This design comes from an exercise in tuning for small area on the open sky130 flow, not from production work. Function was checked by simulation only, so behaviour that the tests miss may differ from the original. No activity file was given, so power comes from the tool's default toggle rates.

--- design/flow/constraint.sdc ---
create_clock -name core_clock -period 5.0 [get_ports {clk}]
set_input_delay 1.0000 -clock core_clock [delete_from_list [all_inputs] [get_ports {clk}]]
set_output_delay 1.0000 -clock core_clock [all_outputs]
set_load 0.01 [all_outputs]
--- design/flow/design.v ---
module change (output1 , input1 , input2 , changed);
input [6:0] input1; 
input [6:0] input2;
input changed;
output [6:0] output1;
reg [6:0] output1;
always@(*) 
begin
if (changed)begin 
output1 = input1;
end else
begin
output1 = input2;
end 
end
endmodule
module clk_generator(clk_1hz,tick,clk,reset);
input clk;
input reset;
output clk_1hz;
output tick;
reg clk_1hz;
reg[24:0]count;
assign tick = (count==6) && !clk_1hz;
always@ (posedge clk)
begin if(reset)begin
count <= 0;
clk_1hz <= 0;
end else if(count==6)begin
count <= 0;
clk_1hz <= ~clk_1hz;
end else begin 
count <= count +1;
clk_1hz <= clk_1hz;
end 
end
endmodule
module clk_generator1(clk_1hz,tick,clk,reset);
input clk;
input reset;
output clk_1hz;
output tick;
reg clk_1hz;
reg[34:0]count;
assign tick = (count==2) && !clk_1hz;
always@ (posedge clk)
begin if(reset)begin
count <= 0;
clk_1hz <= 0;
end else if(count==2)begin
count <= 0;
clk_1hz <= ~clk_1hz;
end else begin 
count <= count +1;
clk_1hz <= clk_1hz;
end 
end
endmodule
module seven_segment_decoder(num,segments);
input[3:0]num;
output[6:0]segments;
reg [6:0] segments;
always@(*)
begin
case (num)
0: segments = ~7'b0111111;  
1: segments = ~7'b0000110;
2: segments = ~7'b1011011;  
3: segments = ~7'b1001111;  
4: segments = ~7'b1100110;  
5: segments = ~7'b1101101;  
6: segments = ~7'b1111101;  
7: segments = ~7'b0000111;  
8: segments = ~7'b1111111;  
9: segments = ~7'b1101111;  
default: segments = 7'b1111111;  
endcase
end
endmodule
module sixty_counter (count,count_complete,clk,en,reset);
input clk,en,reset;
output count_complete;
output [7:0] count;
reg[3:0] tens_counter , units_counter;
assign count = {tens_counter,units_counter};
assign count_complete = en && (units_counter == 9) && (tens_counter == 5);
always @(posedge clk) begin
if(reset) begin 
tens_counter <=0;
units_counter <=0;
end else if (en) begin
if(units_counter == 9) begin 
if(tens_counter==5) begin
units_counter <= 0;
tens_counter <=0;
end else begin 
units_counter <=0;
tens_counter <= tens_counter + 1;
end end else begin
units_counter <=units_counter +1;
end 
end 
end 
endmodule
module twentyfour_counter (count,count_complete,clk,en,reset);
input clk,en,reset;
output count_complete;
output [7:0] count;
reg[3:0] tens_counter , units_counter;
assign count = {tens_counter,units_counter};
assign count_complete = en && (units_counter == 3) && (tens_counter == 2);
always @(posedge clk) begin
if(reset) begin 
tens_counter <=0;
units_counter <=0;
end 
else if (en)
if(units_counter == 9) 
      begin  
      units_counter <=0;
      tens_counter <= tens_counter + 1;
      end  
else if(units_counter == 3 && tens_counter == 2)
     begin
       units_counter <= 0;
       tens_counter <=0;
	   end
 else 
 begin
   units_counter <=units_counter +1;
end 
end 
endmodule
module hrs_mins_secs(output1,secst,secsu,hrs,mins,secs,clk,en,reset);
input [13:0] hrs;
input [13:0] mins;
input [13:0] secs;
input clk;
input en;
input reset;
output [6:0] output1;
output [6:0] secst;
output [6:0] secsu;
reg    [6:0] output1;
reg [32:0] count;
reg    [6:0] secst;
reg    [6:0] secsu;
always@(posedge clk)
if (reset)
begin
output1 <= 7'b0000000;
secst <= 7'b0000000;
secsu <= 7'b0000000;
count <= 1;
end
else if (en)
begin
if (count == 1 )
begin
output1 <=  hrs[13:7] ;
secst <=    hrs[13:7];
count <= count +1 ; 
end 
else if (count == 2 )
begin
output1 <=  7'b0000000 ;
count <= count +1;
end 
else if (count == 5)
begin
output1 <=  hrs [6:0];
secsu <=    hrs [6:0];
count <= count +1;
end else if(count == 6)
begin
output1 <=  7'b0000000 ;
count <= count +1;
end 
else  
if (count ==28) begin
output1 <=  mins [13:7];
count <= count +1;
end 
else if (count == 29) 
begin 
output1 <=  7'b0000000 ;
count <= count +1;
end
else if (count == 34) 
begin 
output1 <=  mins [6:0];
count <= count +1;
end 
else if(count == 35)
begin
output1 <=  7'b0000000 ;
count <= count +1;
end 
if (count == 57) begin
output1 <=  secs [13:7];
count <= count +1;
end 
else if (count == 58) 
begin 
output1 <=  7'b0000000 ;
count <= count +1;
end
else if (count == 62) 
begin 
output1 <=  secs [6:0];
count <= count +1;
end 
else if(count == 63)
begin
output1 <=  7'b0000000 ;
count <= count +1;
end 
else if (count == 900)
begin
count <= 1;
end 
else 
begin  
count <= count +1;
end
end
endmodule
module eclipse(output1,clk,en,reset);
input clk;
input en;
input reset;
output [6:0] output1;
reg    [6:0] output1;
reg [32:0] count;
always@(posedge clk)
if (reset)
begin
output1 <= 7'b0000000;
count <= 1;
end
else if (en)
begin
if (count == 1 )
begin
output1 <= 7'b1111001 ;
count <= count +1 ; 
end 
else if (count == 2 )
begin
output1 <=  7'b0000000 ;
count <= count +1;
end 
else if (count == 5)
begin
output1 <= 7'b0111001;
count <= count +1;
end else if(count == 6)
begin
output1 <=  7'b0000000 ;
count <= count +1;
end 
else  
if (count == 9) begin
output1 <=  7'b0111000;
count <= count +1;
end 
else if (count == 10) 
begin 
output1 <=  7'b0000000 ;
count <= count +1;
end
else if (count == 13) 
begin 
output1 <=  7'b0110000;
count <= count +1;
end 
else if(count == 14)
begin
output1 <=  7'b0000000 ;
count <= count +1;
end 
if (count == 17) begin
output1 <=  7'b1110011;
count <= count +1;
end 
else if (count == 18) 
begin 
output1 <=  7'b0000000 ;
count <= count +1;
end
else if (count == 21) 
begin 
output1 <=  7'b1101101;
count <= count +1;
end 
else if(count == 22)
begin
output1 <=  7'b0000000 ;
count <= count +1;
end 
if (count == 25) begin
output1 <=  7'b1111011;
count <= count +1;
end 
else if (count == 26) 
begin 
output1 <=  7'b0000000 ;
count <= count +1;
end
else if (count == 900)
begin
count <= 1;
end 
else 
begin  
count <= count +1;
end
end
endmodule
module direc (output1,secs_segments,changed,reset,clk);
output [13:0] secs_segments;
output [6:0] output1;
wire [6:0] output2;
wire [6:0] output3;
wire [13:0] secs_segments1;
wire [13:0] mins_segments;
wire [13:0] hours_segments;
input reset;
input clk;
input changed;
wire clk_1hz,clk_min,min_complete,hour_complete,day_complete;
wire sec_tick,min_tick;
wire [7:0] mins,secs,hrs;
wire [6:0] secst , secsu;
wire [6:0] secs_units_segments,secs_tens_segments;
wire [6:0] mins_units_segments,mins_tens_segments;
wire [6:0] hours_units_segments,hours_tens_segments;
assign secs_segments1 = {secs_tens_segments,secs_units_segments};
assign mins_segments = {mins_tens_segments,mins_units_segments};
assign hours_segments = {hours_tens_segments,hours_units_segments};
assign secs_segments = {~secst,~secsu};
clk_generator clk2 (clk_1hz,sec_tick,clk,~reset);
clk_generator1 clk3 (clk_min,min_tick,clk,~reset);
sixty_counter seconds (secs,min_complete,clk,sec_tick,~reset);
sixty_counter minutes (mins,hour_complete,clk,min_complete,~reset);
twentyfour_counter hours (hrs, day_complete,clk,hour_complete,~reset);
seven_segment_decoder secs_units (secs[3:0],secs_units_segments);
seven_segment_decoder secs_tens (secs[7:4],secs_tens_segments);
seven_segment_decoder mins_units (mins[3:0],mins_units_segments);
seven_segment_decoder mins_tens (mins[7:4],mins_tens_segments);
seven_segment_decoder hrs_units (hrs[3:0],hours_units_segments);
seven_segment_decoder hrs_tens (hrs[7:4],hours_tens_segments);
hrs_mins_secs hrs_mins_secs1(output2,secst,secsu,~hours_segments,~mins_segments,~secs_segments1,clk,min_tick,~reset);
eclipse eclipse1(output3,clk,min_tick,~reset);
change change1 (output1 , output3 , output2 , changed);
endmodule
--- design/flow/config.mk ---
export PLATFORM = sky130hd
export DESIGN_NAME = direc
export DESIGN_NICKNAME = direc
export VERILOG_FILES = /design/flow/design.v
export SDC_FILE = /design/flow/constraint.sdc
export NUM_CORES = 4
export LEC_CHECK = 0
export CAP_MARGIN = 20
export CORE_MARGIN = 2
export CORE_UTILIZATION = 40
export SLEW_MARGIN = 20
--- design/flow/run.sh ---
#!/bin/bash
# synth_recipe.tcl (not shown) runs the flow's synth.tcl, then flattens the netlist and writes it again
# the make line also repeats each setting of config.mk as NAME=value (left out here)
make -C /OpenROAD-flow-scripts/flow DESIGN_CONFIG=/design/flow/config.mk WORK_HOME=/design/flow/orfs CLKGATE_MAP_FILE= SYNTH_SCRIPT=/design/flow/synth_recipe.tcl finish
==> results.ini, run 1 <==
[global_route]
grt_use_total_pct = 17.26
grtUsageMet1_pct = 24.53
grt_use_met2_pct = 27.18
antenna_found_initial = 0
grt_busiest_layer = met2
grt_pass1_wl_mm = 43.99
grt_max_degree = 52
grt_use_met3_pct = 3.122
grt_pass1_vias = 8686
grt-ovfl-total = 0

[setup_path]
slowest_delay_ps = 590
cp_slowest_cell = or2_1
crit_chain = inv_1 > ha_1 > and4bb_2 > nand4_2 > or2_1 > nor2_1 > o211ai_1 > a21oi_1 > inv_1 > ha_1 > a21oi_1 > nor2_1 > a211o_1 > o2bb2ai_1
r2r_slack_ps = 1260
cp-end-kind = register
cp.required_ps = 5460
arrival_ps = 4200
path_max_fanout = 19
crit_path_start = clk2.count[0]
path_class = register to register
r2r-start = clk2.count[0]
crit_path_start_kind = register

[logic_synthesis]
synth_edf_count = 0
syn_inst = 1376
yosys-top-cells-count = dfxtp_1, nor2_1, nand2_1
synth.distinct_cells = 88
ys_seq_area_share_pct = 38.88
ys_top_cells_by_area = dfxtp_1, nor2_1, ha_1, xor2_1, nand2_1
synth_area_per_cell_um2 = 8.307
synth_fp_nets = 1425
syn_area_um2 = 11430
ys_warn_count = 8
synth_most_common_cell = dfxtp_1
synth-async-reset-ratio_pct = 0
synth_top_flop_cell = dfxtp_1
synth_top_cell_area_share_pct = 38.88
ys_seq_elements = 222
yosys.area.top_type = dfxtp_1

[final_layout]
n_antenna_cell = 0
fin_nets = 1426
syn_to_final_growth_pct = 12.36
drive_gt1_share_pct = 7.819
final_cell_area_um2 = 12840

[floorplan]
die_w_um = 173.1
ios = 24
die_area_um2 = 29950
core_um2 = 27930
chipHeight_um = 173.1
initial_core_util_pct = 40.92
row_count = 61

[place]
io_buffers = 23
dp_hpwl_mm = 18.31
gp_congestion = 0.8573
place_area_um2 = 11980
place_worst_setup_slack_ps = 1274

[clocking]
ctsResizeCount = 0
clock_latency_ps = 530
cts_tree = done
cts.htree.levels = 1
clk_pin_slew_ps = 60
cts_inserted_buffers = 25
hold_buffers = 0
max-clock-path-buffers = 3
cts_setup_buffers = 0
cts_sinks = 222
cts_root_buf = clkbuf_16

[routing]
drt_wl_total_mm = 26.06
wire_per_inst_um = 14.71
vias_per_cell = 5.262
vias = 9325
drt_pre_antenna_iters = 5
drc = 0
postRouteAntennaNets = 0
drt_iter0_markers = 616

[sta]
post-route-period-util_pct = 74.84
fin_crit_ps = 3742
worst_pin_slew_ps = 902.4
setup_slack_ps = 1258
skew_ps = 16.04
setup_viol_count_final = 0
rsz0062_at_grt = false
setup_tns_ps = 0
final-max-slew-violation-count = 0
hold-worst-slack_ps = 450.0
hold_violations = 0
max_freq_mhz = 267.2
relSlewSlack_pct = 39.38

[status]
status = finished clean

[power_and_ir_drop]
ir_drop_mv = 0.2419
pwr_density_cell_nw_per_um2 = 318.4
p_leak_nw = 4.681
p_total_mw = 4.089

[flow_run]
cap_viol_max_count = 0

[min_path]
hold_class = register to register
holdCritStartpoint = eclipse1.output1[0]

==> stage by stage <==
stage | instances | utilization [%]
final | 1772 | 45.98
after global routing | 1772 | 45.98
after CTS | 1772 | 45.98
after detailed placement | 1728 | 42.89
after global placement | 1728 | 42.88
after floorplan | 1376 | -
==> report_power, final <==
| part | internal, mW | total [mW] | switching [mW] |
|---|---|---|---|
| Sequential | 1.81 | 1.85 | 0.0386 |
| Combinational | 0.143 | 0.332 | 0.189 |
| Clock | 1.16 | 1.90 | 0.741 |
| Total | 3.12 | 4.09 | 0.969 |
==> layout by cell type, fill, tap and decap left out, types with 6 or more instances in the layout <==
cell type and instances:
dfxtp_1 222, nand3b_1 6, a31oi_1 7, nand3_1 64, mux2_2 11, and2_1 12
nor2_1 198, nand2_1 125, inv_1 68, o21ai_1 6, nand4_1 37, a21oi_1 66
xor2_1 62, o221ai_1 12, clkbuf_16 25, or2_2 7, buf_4 8, clkdlybuf4s50_1 22
nor3_1 30, ha_1 46, xnor2_1 52, nor4_2 8, and3_1 22, o21ai_0 50
or3_1 21, nor4_1 33, mux2i_1 11, nor2b_1 6, clkbuf_8 6, and4_1 12
nand2b_1 13
==> cell families (layout without fill, tap and decap cells) <==
| family | Yosys count | after routing | synth area share (%) |
|---|---|---|---|
| buffers and inverters | 127 | 145 | 4.312 |
| flip-flops | 222 | 222 | 38.88 |
| XOR/XNOR | 115 | 115 | 8.877 |
| AO/OA/AOI/OAI | 214 | 214 | 12.26 |
| multiplexers | 22 | 22 | 2.047 |
| adder cells (fa/ha/maj) | 47 | 47 | 5.123 |
| AND/OR/NAND/NOR | 629 | 629 | 28.50 |
==> cell type report <==
| cell class | count | area, um2 |
|---|---|---|
| clock buffers | 34 | 719.4 |
| clock inverters | 10 | 142.6 |
| fillers | 2738 | 15090 |
| inverters | 70 | 262.8 |
| multi-input cells | 1027 | 6516 |
| flip-flops and latches | 222 | 4444 |
| well taps | 378 | 473.0 |
| repair buffers | 31 | 285.3 |
==> critical path: cells and delay by family, from the launching register on <==
family | cells | cell delay (ps)
AND/OR/NAND/NOR | 5 | 1720
adder cells (fa/ha/maj) | 2 | 380
buffers and inverters | 2 | 190
flip-flops | 1 | 340
AO/OA/AOI/OAI | 5 | 1020
==> layer usage <==
layer | vias to the layer above | part of all wire (%)
met5 | - | 0
met4 | 0 | 2.0
met3 | 32 | 4.4
met2 | 142 | 44
met1 | 4325 | 50
li1 | 4826 | -
==> state kept, by name, indices dropped and copies added (netlist names), 25 cells and up <==
name	count
eclipse1.count	33
hrs_mins_secs1.count	33
clk3.count	35
clk2.count	25
==> final timing paths <==
kind,cells past startpoint,end
min reg2reg,2,eclipse1.output1[0]
max reg2reg,14,mins_tens_segments[5]
max,14,mins_tens_segments[5]
min,2,eclipse1.output1[0]
==> run 2: changes to the inputs <==
==> design/flow/design.v (replaced) <==
module direc (output1,secs_segments,changed,reset,clk);
output [13:0] secs_segments;
output [6:0] output1;
input changed;
input reset;
input clk;
reg       ph2;
reg [2:0] ph7;
reg [1:0] ph3;
wire sec_tick  = ~ph2 & ph7[2] & ph7[1];
wire scan_tick = ~ph2 & ph3[1];
always @(posedge clk)
if (!reset) begin
  ph2 <= 1'b0; ph7 <= 3'd0; ph3 <= 2'd0;
end else begin
  ph2 <= ~ph2;
  ph7 <= (ph7[2] & ph7[1]) ? 3'd0 : ph7 + 3'd1;
  ph3 <= {ph3[0], ~ph3[1] & ~ph3[0]};
end
reg [3:0] su, mu, hu;
reg [2:0] st, mt;
reg [1:0] ht;
wire su9 = su[3] & su[0];
wire st5 = st[2] & st[0];
wire mu9 = mu[3] & mu[0];
wire mt5 = mt[2] & mt[0];
wire s_wrap = sec_tick & su9 & st5;
wire m_wrap = s_wrap & mu9 & mt5;
wire h_end  = ht[1] & hu[1] & hu[0];
always @(posedge clk)
if (!reset) begin
  su <= 4'd0; st <= 3'd0; mu <= 4'd0; mt <= 3'd0; hu <= 4'd0; ht <= 2'd0;
end else begin
  if (sec_tick) su <= su9 ? 4'd0 : su + 4'd1;
  if (sec_tick & su9) st <= st5 ? 3'd0 : st + 3'd1;
  if (s_wrap) mu <= mu9 ? 4'd0 : mu + 4'd1;
  if (s_wrap & mu9) mt <= mt5 ? 3'd0 : mt + 3'd1;
  if (m_wrap) begin
    if (hu[3] & hu[0]) begin hu <= 4'd0; ht <= ht + 2'd1; end
    else if (h_end) begin hu <= 4'd0; ht <= 2'd0; end
    else hu <= hu + 4'd1;
  end
end
reg [9:0] pos;
wire pos_end = pos[9] & pos[8] & pos[7] & pos[2];
wire low = ~|pos[9:6];
wire p1  = low & (pos[5:0] == 6'd1);
wire p5  = low & (pos[5:0] == 6'd5);
wire p28 = low & (pos[5:0] == 6'd28);
wire p34 = low & (pos[5:0] == 6'd34);
wire p57 = low & (pos[5:0] == 6'd57);
wire p62 = low & (pos[5:0] == 6'd62);
reg [3:0] dig;
reg [1:0] cap_t;    
reg [3:0] cap_u;    
always @(posedge clk)
if (!reset) begin
  pos <= 10'd1; dig <= 4'd15; cap_t <= 2'd3; cap_u <= 4'd15;
end else if (scan_tick) begin
  pos <= pos_end ? 10'd1 : pos + 10'd1;
  dig <= p1 ? {2'b00, ht} : p5 ? hu : p28 ? {1'b0, mt} : p34 ? mu :
         p57 ? {1'b0, st} : p62 ? su : 4'd15;
  if (p1) cap_t <= ht;
  if (p5) cap_u <= hu;
end
function [6:0] seg;
input [3:0] d;
seg = d == 4'd0 ? 7'b0111111 :
      d == 4'd1 ? 7'b0000110 :
      d == 4'd2 ? 7'b1011011 :
      d == 4'd3 ? 7'b1001111 :
      d == 4'd4 ? 7'b1100110 :
      d == 4'd5 ? 7'b1101101 :
      d == 4'd6 ? 7'b1111101 :
      d == 4'd7 ? 7'b0000111 :
      d == 4'd8 ? 7'b1111111 :
      d == 4'd9 ? 7'b1101111 : 7'b0000000;
endfunction
reg [6:0] ecl;
always @(*) begin
  ecl = 7'b0000000;
  if (low & ~pos[5] & pos[1] & ~pos[0])
    case (pos[4:2])
      3'd0: ecl = 7'b1111001;
      3'd1: ecl = 7'b0111001;
      3'd2: ecl = 7'b0111000;
      3'd3: ecl = 7'b0110000;
      3'd4: ecl = 7'b1110011;
      3'd5: ecl = 7'b1101101;
      3'd6: ecl = 7'b1111011;
      default: ecl = 7'b0000000;
    endcase
end
assign output1 = changed ? ecl : seg(dig);
assign secs_segments = {~(cap_t[1] & cap_t[0] ? 7'b0000000 : seg({2'b00, cap_t})), ~seg(cap_u)};
endmodule
==> run 2 against run 1 <==
Compared with the run above:
- critical endpoint is now output1[2]
- highest routed layer unchanged
- global-route usage fell by 0.68 points
- still clean
- power is 82% lower
- maximum frequency fell by 1.1%
- clock skew is 8.3 ps lower
- largest cell class unchanged
- design area shrank 76%
- first-iteration DRC count is 73% lower
- synthesized cell count down 75%
- wire length down 78%
- flip-flop and latch count is 176 lower
- non-clock buffer count shrank 8
- sequential power shrank 79%
==> results.ini, run 2 <==
[status]
status = finished clean

[logic_synthesis]
synth_top_cell_area_share_pct = 34.46  ; -4.4 points
synth_xor_area_share_pct = 4.916  ; -4.0 points
synth.distinct_cells = 57  ; -35%
ys_seq_elements = 46  ; -79%
ys_seq_area_share_pct = 34.46  ; -4.4 points
synth_top_flop_cell = dfxtp_1
synthMuxAreaShare_pct = 2.622  ; +0.57 points
syn_inst = 350  ; -75%
synth_simple_gate_area_share_pct = 29.07  ; +0.57 points
yosys-top-cells-count = nand2_1, dfxtp_1, nor2_1
yosys.area.top_type = dfxtp_1
synth_top_family_by_area = simple AND/OR/NAND/NOR gates
synth_area_per_cell_um2 = 7.636  ; -8.1%
synth_edf_count = 0  ; unchanged
synth_compound_area_share_pct = 18.87  ; +6.6 points
ys_warn_count = 1  ; -7
synth_fp_nets = 363  ; -75%
synth-async-reset-ratio_pct = 0  ; unchanged
ys_top_cells_by_area = dfxtp_1, nand2_1, nor2_1, a21oi_1, ha_1
synth_most_common_cell = nand2_1
synth_fa_ha_area_share_pct = 5.056  ; -0.066 points
syn_area_um2 = 2673  ; -77%

[setup_path]
r2r-start = pos[1]
cp-end-kind = output pin
crit_path_start_kind = input port
path_class = input port to output pin
slowest_delay_ps = 610  ; +20 ps
timing.rr.end = cap_t[1]
crit_chain = clkdlybuf4s50_1 > nand4_1 > o41ai_1 > clkdlybuf4s50_1
cp_slowest_cell = clkdlybuf4s50_1
path_max_fanout = 7  ; -12
r2r_slack_ps = 2800  ; +1540 ps
path_depth = 4  ; -10
rr_worst_depth = 6  ; -8
crit_path_end = output1[2]
critPathTopFamily = buffers and inverters
cp_common_cell = clkdlybuf4s50_1
cp.required_ps = 4000  ; -1460 ps
crit_path_start = changed
arrival_ps = 2780  ; -1420 ps
path_buf_inv = 2  ; unchanged

[clocking]
clock_latency_ps = 300  ; -230 ps
max-clock-path-buffers = 2  ; -1
clk_pin_slew_ps = 90  ; +30 ps
cts_root_buf = clkbuf_8
cts_sinks = 46  ; -79%
hold_buffers = 0  ; unchanged
cts_tree = done
cts_inserted_buffers = 5  ; -80%
cts.htree.levels = 2  ; +1
ctsResizeCount = 0  ; unchanged
cts_setup_buffers = 0  ; unchanged

[routing]
drt_pre_antenna_iters = 22  ; +17
drt_iter0_markers = 168  ; -73%
vias_per_cell = 5.548  ; +5.4%
wire_per_inst_um = 13.23  ; -10%
vias = 2419  ; -74%
drc = 0  ; unchanged
postRouteAntennaNets = 0  ; unchanged
drt_wl_total_mm = 5.769  ; -78%

[sta]
worst_pin_slew_ps = 723.8  ; -178.5 ps
setup_tns_ps = 0  ; unchanged
setup_slack_ps = 1216  ; -42.16 ps
rsz0062_at_grt = false
max_freq_mhz = 264.3  ; -1.1%
setup_viol_count_final = 0  ; unchanged
post-route-period-util_pct = 75.68  ; +0.84 points
skew_ps = 7.767  ; -8.269 ps
hold_violations = 0  ; unchanged
fin_crit_ps = 3784  ; +42.16 ps
relSlewSlack_pct = 51.64  ; +12 points
final-max-slew-violation-count = 0  ; unchanged

[place]
place_area_um2 = 2910  ; -76%
io_buffers = 23  ; unchanged
place_worst_setup_slack_ps = 1207  ; -67.49 ps
gp_congestion = 0.8688  ; +1.3%
dp_hpwl_mm = 4.132  ; -77%

[floorplan]
core_um2 = 6422  ; -77%
die_w_um = 85.74  ; -50%
die_area_um2 = 7351  ; -75%
initial_core_util_pct = 41.61  ; +0.69 points
chipHeight_um = 85.74  ; -50%
ios = 24  ; unchanged
row_count = 29  ; -52%

[global_route]
grt-ovfl-total = 0  ; unchanged
grt_use_total_pct = 16.58  ; -0.68 points
grt_max_degree = 22  ; -58%
grt_pass1_wl_mm = 9.880  ; -78%
antenna_found_initial = 0  ; unchanged
grt_pass1_vias = 2107  ; -76%

[final_layout]
fin_nets = 371  ; -74%
top_register = pos
drive_gt1_share_pct = 5.014  ; -2.8 points
syn_to_final_growth_pct = 13.11
n_antenna_cell = 0  ; unchanged
largest_reg_flops = 10  ; -71%
final_common_cell = nand2_1
final_cell_area_um2 = 3023  ; -76%
final_cell_mix = nand2_1, dfxtp_1, nor2_1
fin_util_pct = 47.07  ; +1.1 points

[power_and_ir_drop]
p_leak_nw = 1.191  ; -75%
combPwrFrac_pct = 8.4  ; +0.3 points
switchingPower_uw = 174.9  ; -82%
clockPowerShare_pct = 38.5  ; -8.1 points
pwr_density_cell_nw_per_um2 = 240.6  ; -24%
power_frac_seq_pct = 53.1  ; +7.8 points
ir_drop_mv = 0.1541  ; -36%
p_int_uw = 552.6  ; -82%
netSwitchingFraction_pct = 24.04  ; +0.33 points

[min_path]
hold_class = register to register

[flow_run]
cap_viol_max_count = 0  ; unchanged

## run 2: changes by cell type in the layout (fill, tap and decap cells not counted), moves of 25 or more
| cell | delta |
|---|---|
| xor2_1 | -55 |
| a21oi_1 | -41 |
| nand3_1 | -51 |
| ha_1 | -36 |
| inv_1 | -56 |
| o21ai_0 | -26 |
| dfxtp_1 | -176 |
| nand2_1 | -74 |
| nor2_1 | -157 |
| nor4_1 | -31 |
| xnor2_1 | -44 |
| nand4_1 | -28 |
| clkbuf_16 | -25 |
## run 2: worst register-to-register path, cell delays in order (launching register included)
cell,delay (ps)
dfxtp_1,370
inv_1,90
ha_1,300
or4b_2,650
nor3_1,380
mux2i_1,230
nand2_1,60
## run 2: cells by family after synthesis
kind of cell,after synthesis
AO/OA/AOI/OAI,82
XOR/XNOR,15
adder cells (fa/ha/maj),11
buffers and inverters,34
flip-flops,46
multiplexers,7
AND/OR/NAND/NOR,155
## run 2: power groups by stage
stage | combinational [mW] | sequential, mW | clock, mW
after CTS | 0.0611 | 0.386 | 0.293
final | 0.0609 | 0.386 | 0.280
after detailed placement | 0.0610 | 0.395 | 0
after global routing | 0.0690 | 0.388 | 0.305
after floorplan | 0.0464 | 0.389 | 0
after global placement | 0.0614 | 0.395 | 0
## run 2: final cells by class
| type | instances | area [um2] |
|---|---|---|
| Clock buffer | 5 | 68.82 |
| Clock inverter | 3 | 43.79 |
| Fill cell | 657 | 3400 |
| Inverter | 12 | 45.04 |
| Multi-Input combinational cell | 270 | 1618 |
| Sequential cell | 46 | 920.9 |
| Tap cell | 77 | 96.34 |
| Timing Repair Buffer | 23 | 230.2 |
## run 2: how the worst min path moves through the flow
stage             end  slack (ps)  cells past startpoint  startpoint
2_1_floorplan  ph3[0]         390                      1      ph3[0]
6_report       ph3[0]         420                      1      ph3[0]
4_1_cts        ph3[0]         420                      1      ph3[0]
5_1_grt        ph7[0]         440                      1      ph7[0]
3_3_place_gp   ph3[0]         400                      1      ph3[0]
3_5_place_dp   ph3[0]         410                      1      ph3[0]
## run 2: per-stage QoR
step / power, mW / instances / hold slack [ps]
after floorplan: 0.4350 / 350 / 392.3
after global placement: 0.4562 / 428 / 400.3
final: 0.7275 / 436 / 418.7
after CTS: 0.7402 / 436 / 423.1
after global routing: 0.7625 / 436 / 441.7
after detailed placement: 0.4558 / 428 / 405.8
## run 2: per-layer routing
metal	vias up	wire (um)	global-route usage [%]
met1	1119	2978	23.80
li1	1251	-	-
met4	0	74	5.628
met2	41	2551	24.86
met3	8	165	3.272
met5	-	0	0

==> afterwards: timing with drivers on the ports <==
The results above use ideal ports. As a check the final layouts listed here were re-extracted and re-timed, cells and wires unchanged. Step 1 sets driving cells, clkbuf_16 on the clock port and buf_2 on the other inputs (assumed; they add their load-dependent delay and slew). Step 2 times the ports against the registers' clock, not the clock port: input delays grow and output delays shrink by t, the midpoint of the rising clock arrivals with the driver on. Slacks: no drivers / after step 1 / after step 2; pairs: no drivers / after step 1.
run | t, ns | setup slack, ns | clock arrival spread, ns
run 1 | 0.577 | 1.258 / 1.258 / 1.258 | 0.016 / 0.016
run 2 | 0.328 | 1.216 / 1.193 / 1.193 | 0.008 / 0.008
After both steps every run listed still meets setup and hold. The setup slack of run 2, which loses most, moves by -0.023 ns with the drivers and by -0.023 ns with both steps.
